Context: an optimization exercise on an open-source flow, tuned for small area. The choices shown serve that exercise and are no tape-out recipe.
Function was checked by simulation only, so behaviour that the tests miss may differ from the original.
Power and IR drop assume default switching activity.

## top_led_controller
module top_led_controller (
    input  wire        clk,          
    input  wire        rst,          
    input  wire        key_s2,       
    input  wire        key_s3,       
    input  wire        sw0,          
    output wire [7:0]  led_en,       
    output wire [7:0]  led_cx        
);
parameter STUDENT_ID_TEN = 4'h5;
parameter STUDENT_ID_ONE = 4'h0;
wire [7:0]  cnt_s3_no_deb_out;
wire [7:0]  cnt_s3_deb_out;
wire [7:0]  cnt_dec_0_30_out;
wire        key_s3_deb_rise;
wire        key_s3_raw_rise;
wire        key_s2_deb_out;
wire [31:0] display = {
    STUDENT_ID_TEN, STUDENT_ID_ONE,
    cnt_s3_no_deb_out, cnt_s3_deb_out, cnt_dec_0_30_out
};
led_ctrl_unit u_led_ctrl_unit (
    .clk(clk), .rst(rst), .display_en(sw0), .display(display),
    .led_en(led_en), .led_cx(led_cx)
);
key_debounce_15ms u_key_debounce_15ms_for_key_3 (
    .clk(clk), .rst(rst), .key_in(key_s3),
    .key_out(), .rise_pulse(key_s3_deb_rise), .raw_rise(key_s3_raw_rise)
);
key_debounce_15ms u_key_debounce_15ms_for_key_2 (
    .clk(clk), .rst(rst), .key_in(key_s2),
    .key_out(key_s2_deb_out), .rise_pulse(), .raw_rise()
);
cnt_s3_no_debounce u_cnt_s3_no_debounce (
    .clk(clk), .rst(rst), .inc(key_s3_raw_rise), .cnt_out(cnt_s3_no_deb_out)
);
cnt_s3_with_debounce u_cnt_s3_with_debounce (
  ...
For scale: roughly 320 cells after synthesis, about 21 I/O pins.
clock: 10.0 ns
lec_check: 0
cap_margin: 20
core_margin: 2
core_utilization: 75
place_density: 0.85
slew_margin: 20
standard.sh (not shown) runs the stock make flow with config.mk's settings and CLKGATE_MAP_FILE= SYNTH_SCRIPT=/design/flow/synth_recipe.tcl, a recipe that flattens the netlist after the stock synthesis.
==> flow/flow/run.sh <==
#!/bin/bash
# The standard layout with these changes:
#  - after the standard synthesis, its combinational logic is remapped for
#    area (remap.tcl); flip-flops keep the standard synthesis's names and cells
#  - port buffers are the smallest buffer (buf_1)
#  - clock tree synthesis uses clkbuf_4 and no dummy loads
# Each tool's output goes to a log file of its own in this folder (and ORFS's
# per-step logs under orfs/logs).
set -euo pipefail
FLOW_DIR="$(cd "$(dirname "${BASH_SOURCE[0]}")" && pwd)"
KNOBS=(
  "BUFFER_PORTS_ARGS=-buffer_cell sky130_fd_sc_hd__buf_1"
  "CTS_ARGS=-sink_clustering_enable -repair_clock_nets -buf_list sky130_fd_sc_hd__clkbuf_4 -dont_use_dummy_load"
)
RESULTS="orfs/results/${FLOW_PLATFORM:-sky130hd}/top_led_controller/base"

bash standard.sh "${KNOBS[@]}" synth > synth.log 2>&1

cp "$RESULTS/1_2_yosys.v" "$RESULTS/1_2_yosys_standard.v"
REMAP_LIB="$FLOW_HOME/platforms/sky130hd/lib/sky130_fd_sc_hd__tt_025C_1v80.lib" \
REMAP_DIR="$FLOW_DIR" \
REMAP_IN="$RESULTS/1_2_yosys_standard.v" \
REMAP_OUT="$RESULTS/1_2_yosys.v" \
REMAP_TOP="${FLOW_TOP:-top_led_controller}" \
  yosys -c "$FLOW_DIR/remap.tcl" > remap.log 2>&1
# make rebuilds the synthesis database from the remapped netlist
rm -f "$RESULTS/1_synth.odb" "$RESULTS/1_synth.sdc"

bash standard.sh "${KNOBS[@]}" finish > standard.log 2>&1
Other scripts of this flow, unchanged in this note and not shown: flow/flow/dont_use.txt, flow/flow/remap.abc, flow/flow/remap.tcl
The baseline went through all stages and came out clean.
==> next run, changes <==
--- a/flow/flow/run.sh
+++ b/flow/flow/run.sh
@@ -15,0 +16 @@
+YOSYS="$(command -v yosys || echo "$FLOW_HOME/../tools/install/yosys/bin/yosys")"
@@ -25 +26 @@
-  yosys -c "$FLOW_DIR/remap.tcl" > remap.log 2>&1
+  "$YOSYS" -c "$FLOW_DIR/remap.tcl" > remap.log 2>&1
What happened:
- The changed run completed with no timing, DRC or antenna violations
- sequential share of layout area is unchanged
- area after synthesis does not change
- core utilization does not change
- total power is unchanged
- first-iteration DRC count is unchanged
- design area is unchanged
- combinational power is about the same
- critical path depth stays the same
- worst setup slack is unchanged

Another version of the RTL of top_led_controller (not shown whole).
Size in the first run: ~340 cells after synthesis, about 120 flip-flops, about 4300 um2 of cells after synthesis.
export LEC_CHECK = 0
export CAP_MARGIN = 20
export CORE_MARGIN = 2
export CORE_UTILIZATION = 60
export SLEW_MARGIN = 20
create_clock -name core_clock -period 10.0 [get_ports {clk}]
==> flow/flow/run.sh <==
#!/bin/bash
set -euo pipefail
bash standard.sh \
  "BUFFER_PORTS_ARGS=-buffer_cell sky130_fd_sc_hd__buf_1" \
  "CTS_ARGS=-sink_clustering_enable -repair_clock_nets -buf_list sky130_fd_sc_hd__clkbuf_4 -dont_use_dummy_load" \
  finish > standard.log 2>&1
The baseline finished with timing, DRC and antenna clean.
Edit:
- CORE_UTILIZATION: 60 -> 75
- PLACE_DENSITY: default -> 0.85
Effect:
- The changed run finished with timing, DRC and antenna clean
- worst hold slack improves by 0.022 ns
- die area falls by 19%
- synthesized area does not change
- power went up by 0.31%
- count of clock-buffer cells in the layout does not change
- design area falls by 0.49%
- core utilization rises by 16 points
- worst setup slack got worse by 0.012 ns
- global-route usage increases by 5.9 points

Setup of gamma:
top_led_controller with an RTL version that a note above also has.
Size: about 120 flip-flops, about 21 I/O pins, about 4200 um^2 of cells after synthesis.
export LEC_CHECK = 0
export CAP_MARGIN = 20
export CORE_MARGIN = 2
export CORE_UTILIZATION = 75
export PLACE_DENSITY = 0.85
export SLEW_MARGIN = 20
create_clock -name core_clock -period 10.0 [get_ports {clk}]
==> flow/flow/run.sh <==
#!/bin/bash
set -euo pipefail
bash standard.sh \
  "BUFFER_PORTS_ARGS=-buffer_cell sky130_fd_sc_hd__buf_1" \
  "CTS_ARGS=-sink_clustering_enable -repair_clock_nets -buf_list sky130_fd_sc_hd__clkbuf_4 -dont_use_dummy_load" \
  "RECOVER_POWER=100" \
  finish > standard.log 2>&1
Although gamma finished all stages, its layout failed final checks on max-capacitance violations, max-slew violations.
#### Input delta (beta over gamma)
==> flow/flow/run.sh <==
#!/bin/bash
set -euo pipefail
bash standard.sh \
  "BUFFER_PORTS_ARGS=-buffer_cell sky130_fd_sc_hd__buf_1" \
  "CTS_ARGS=-sink_clustering_enable -repair_clock_nets -buf_list sky130_fd_sc_hd__clkbuf_4 -dont_use_dummy_load" \
  finish > standard.log 2>&1
- beta finished end to end and its layout was clean on timing, DRC and antenna.
- Power delta (gamma -> beta): insignificant
- Compared with gamma, beta shows cell area that has gone up slightly.
- Looking at worst setup slack, beta sits above gamma.

[re-timing with driven ports]
In the flow no input, the clock included, has a driving cell. The finished layouts below were timed again as built, in two steps. Step 1, drivers: a clkbuf_16 drives clk and a buf_2 each remaining input, both assumed. Step 2 times the ports against the registers' clock, not the clock port: input delays grow and output delays shrink by t, the midpoint of the rising clock arrivals with the driver on. Three values: ideal, step 1, step 2; two values: the first two.
run	t (ns)	setup WS [ns]	hold WS [ns]
the first run of note 1	0.514	4.817 / 4.787 / 5.301	0.324 / 0.324 / 0.324
the second run of note 1	0.514	4.817 / 4.787 / 5.301	0.324 / 0.324 / 0.324
the first run of note 2	0.488	5.114 / 5.085 / 5.573	0.331 / 0.331 / 0.331
the second run of note 2	0.498	5.101 / 5.072 / 5.570	0.354 / 0.354 / 0.354
gamma	0.509	4.869 / 4.872 / 4.363	0.350 / 0.350 / 0.350
beta	0.504	5.373 / 5.346 / 5.850	0.345 / 0.345 / 0.345
The setup slack of gamma, which loses most, moves by +0.003 ns with the drivers and by -0.506 ns with both steps. Setup slack includes reset recovery checks.
